This design comes from an exercise in tuning for small area on the open sky130 flow, not from production work. Where RTL was checked, it was by simulation tests only, not by an equivalence proof against the original. Power figures rest on the tool's default switching activity, not on a simulated workload.

## ddmtd
module ddmtd
#(
  parameter integer COUNTER_BIT_WIDTH = 16
)
(
  input  wire rst_n_ddmtdclk_i,
  input  wire clk_a_i,
  input  wire clk_b_i,
  input  wire clk_ddmtd_i,
  input  wire [15:0]  deglitch_threshold_i,
  output wire signed [COUNTER_BIT_WIDTH-1:0] phase_diff_o,
  output reg                                 phase_diff_p_o
);
For scale: about 95 flip-flops, about 37 I/O pins, about 4400 um^2 of cells after synthesis.
==> module deglitcher, before the edit <==
module deglitcher
(
  input  wire        rst_n_ddmtdclk_i,
  input  wire        clk_in_i,
  input  wire        clk_ddmtd_i,
  input  wire [15:0] deglitch_threshold_i,
  output reg  [15:0] tag_o,
  output wire        tag_p_o
);
  reg  [1:0]  state;
  reg  [15:0] stab_cntr;
  wire clk_sampled;
  sampler sampler_inst (
    .clk_in_i         (clk_in_i),
    .rst_n_ddmtdclk_i (rst_n_ddmtdclk_i),
    .clk_ddmtd_i      (clk_ddmtd_i),
    .clk_sampled_o    (clk_sampled)
  );
  wire got_edge  = state[1] &  state[0];
  wire wait_edge = state[1] & ~state[0];
  wire eq        = (stab_cntr == deglitch_threshold_i);
  wire clr       = got_edge ? (eq | ~clk_sampled) : clk_sampled;
  assign tag_p_o = ~state[1] & state[0];
  wire [15:0] stab_carry, tag_carry;
  inc_carry stab_inc (.q(stab_cntr), .c(stab_carry));
  inc_carry tag_inc  (.q(tag_o),     .c(tag_carry));
  always @(posedge clk_ddmtd_i) begin
    if (!rst_n_ddmtdclk_i) begin
      state     <= 2'b00;
      stab_cntr <= 16'd0;
    end else begin
      state[1]  <= state[1] ? ~(got_edge & eq) : eq;
      state[0]  <= state[1] & (state[0] | clk_sampled);
      stab_cntr <= clr ? 16'd0 : stab_cntr ^ stab_carry;
    end
  end
  wire tag_step = ~(got_edge & ~clk_sampled & ~eq);
  always @(posedge clk_ddmtd_i)
    tag_o <= (wait_edge & clk_sampled) ? 16'd0 : tag_o ^ (tag_carry & {16{tag_step}});
endmodule
==> module inc_carry, before the edit <==
module inc_carry
(
  input  wire [15:0] q,
  output wire [15:0] c
);
  wire [3:0] blk = {&q[15:12], &q[11:8], &q[7:4], &q[3:0]};
  wire [3:0] pre = {&blk[2:0], &blk[1:0], blk[0], 1'b1};
  genvar k;
  generate
    for (k = 0; k < 4; k = k + 1) begin : b
      assign c[4*k]   = pre[k];
      assign c[4*k+1] = pre[k] & q[4*k];
      assign c[4*k+2] = pre[k] & (&q[4*k+1:4*k]);
      assign c[4*k+3] = pre[k] & (&q[4*k+2:4*k]);
    end
  endgenerate
endmodule
clock: 4.0 ns
lec_check: 0
cap_margin: 20
core_margin: 2
core_utilization: 60
cts_buf_list: sky130_fd_sc_hd__clkbuf_4 sky130_fd_sc_hd__clkbuf_8
gpl_timing_driven: 0
slew_margin: 20
standard.sh (not shown) runs the stock make flow with config.mk's settings and CLKGATE_MAP_FILE= SYNTH_SCRIPT=/design/flow/synth_recipe.tcl, a recipe that flattens the netlist after the stock synthesis.
==> flow/flow/run.sh <==
#!/bin/bash
# The standard layout (standard.sh), with three changes:
#  - synthesis maps the logic with an area-oriented ABC script (flow/area.abc)
#    instead of ORFS's speed script; everything else in synthesis, and so every
#    register, is as in the standard synthesis;
#  - the port buffers are the smallest buffer (buf_1);
#  - clock tree synthesis adds no dummy loads.
set -e
W=$(pwd)
export BUFFER_PORTS_ARGS="-buffer_cell sky130_fd_sc_hd__buf_1"
export CTS_ARGS="-sink_clustering_enable -repair_clock_nets -dont_use_dummy_load -buf_list {sky130_fd_sc_hd__clkbuf_4 sky130_fd_sc_hd__clkbuf_8}"
cat > "$W/flow_synth.tcl" <<EOT
proc abc {args} {
  set i [lsearch -exact \$args -script]
  if { \$i >= 0 } { lset args [expr { \$i + 1 }] $W/flow/area.abc }
  yosys abc {*}\$args
}
source $W/synth_recipe.tcl
EOT
bash standard.sh SYNTH_SCRIPT="$W/flow_synth.tcl" finish > standard.log 2>&1
==> flow/flow/area.abc <==
&get -n
&st
&syn2
&dch -f
&nf -a -R 1000
&put
Next try:
--- a/flow/design.v
+++ b/flow/design.v
@@ -45,33 +45,33 @@
   wire wait_edge = state[1] & ~state[0];
   wire eq        = (stab_cntr == deglitch_threshold_i);
   wire clr       = got_edge ? (eq | ~clk_sampled) : clk_sampled;
   assign tag_p_o = ~state[1] & state[0];
   wire [15:0] stab_carry, tag_carry;
-  inc_carry stab_inc (.q(stab_cntr), .c(stab_carry));
-  inc_carry tag_inc  (.q(tag_o),     .c(tag_carry));
+  inc_carry stab_inc (.q(stab_cntr), .ci(1'b1), .c(stab_carry));
+  inc_carry tag_inc  (.q(tag_o),     .ci(clk_sampled | eq), .c(tag_carry));
   always @(posedge clk_ddmtd_i) begin
     if (!rst_n_ddmtdclk_i) begin
       state     <= 2'b00;
       stab_cntr <= 16'd0;
     end else begin
       state[1]  <= state[1] ? ~(got_edge & eq) : eq;
       state[0]  <= state[1] & (state[0] | clk_sampled);
       stab_cntr <= clr ? 16'd0 : stab_cntr ^ stab_carry;
     end
   end
-  wire tag_step = ~(got_edge & ~clk_sampled & ~eq);
   always @(posedge clk_ddmtd_i)
-    tag_o <= (wait_edge & clk_sampled) ? 16'd0 : tag_o ^ (tag_carry & {16{tag_step}});
+    tag_o <= wait_edge ? 16'd0 : tag_o ^ tag_carry;
 endmodule
 module inc_carry
 (
   input  wire [15:0] q,
+  input  wire        ci,
   output wire [15:0] c
 );
   wire [3:0] blk = {&q[15:12], &q[11:8], &q[7:4], &q[3:0]};
-  wire [3:0] pre = {&blk[2:0], &blk[1:0], blk[0], 1'b1};
+  wire [3:0] pre = {ci & (&blk[2:0]), ci & (&blk[1:0]), ci & blk[0], ci};
   genvar k;
   generate
     for (k = 0; k < 4; k = k + 1) begin : b
       assign c[4*k]   = pre[k];
       assign c[4*k+1] = pre[k] & q[4*k];
After rerunning: The new run produced a clean layout. Final cell count rose by 2.3%. Synthesized cell count rose by 2.4%. Clock skew barely changes. Die area rose by 2.2%. Count of clock-buffer cells in the layout does not change. Routed wire length rose by 4.4%. Combinational power rose by 33%. Global-route usage rose by 0.19 points. Total power rose by 8.7%.
Function not checked in the second run of this note: the RTL went through the layout flow alone.

what the ideal ports hide:
In the flow no input, the clock included, has a driving cell. The finished layouts below were timed again as built, in two steps.
Step 1: set_driving_cell puts a clkbuf_16 on clk_ddmtd_i and a buf_2 on each other input, an assumption about the parent block.
Step 2, shift: input delay + t, output delay - t, t = (earliest + latest rising clock arrival at the registers) / 2. This alone moves slack from input paths to output paths.
Three values: ideal, step 1, step 2; two values: the first two.
| run | shift t [ns] | setup slack, ns | clock arrival spread, ns | worst data-port slew with drivers (ns) |
|---|---|---|---|---|
| the first run | 0.374 | 0.229 / 0.241 / -0.133 | 0.020 / 0.020 | 0.03 |
| the second run | 0.373 | 0.287 / 0.287 / 0.287 | 0.021 / 0.021 | 0.03 |
Met with ideal ports but missed after step 2: setup timing in the first run. The setup slack of the first run, which loses most, moves by +0.012 ns with the drivers and by -0.362 ns with both steps.
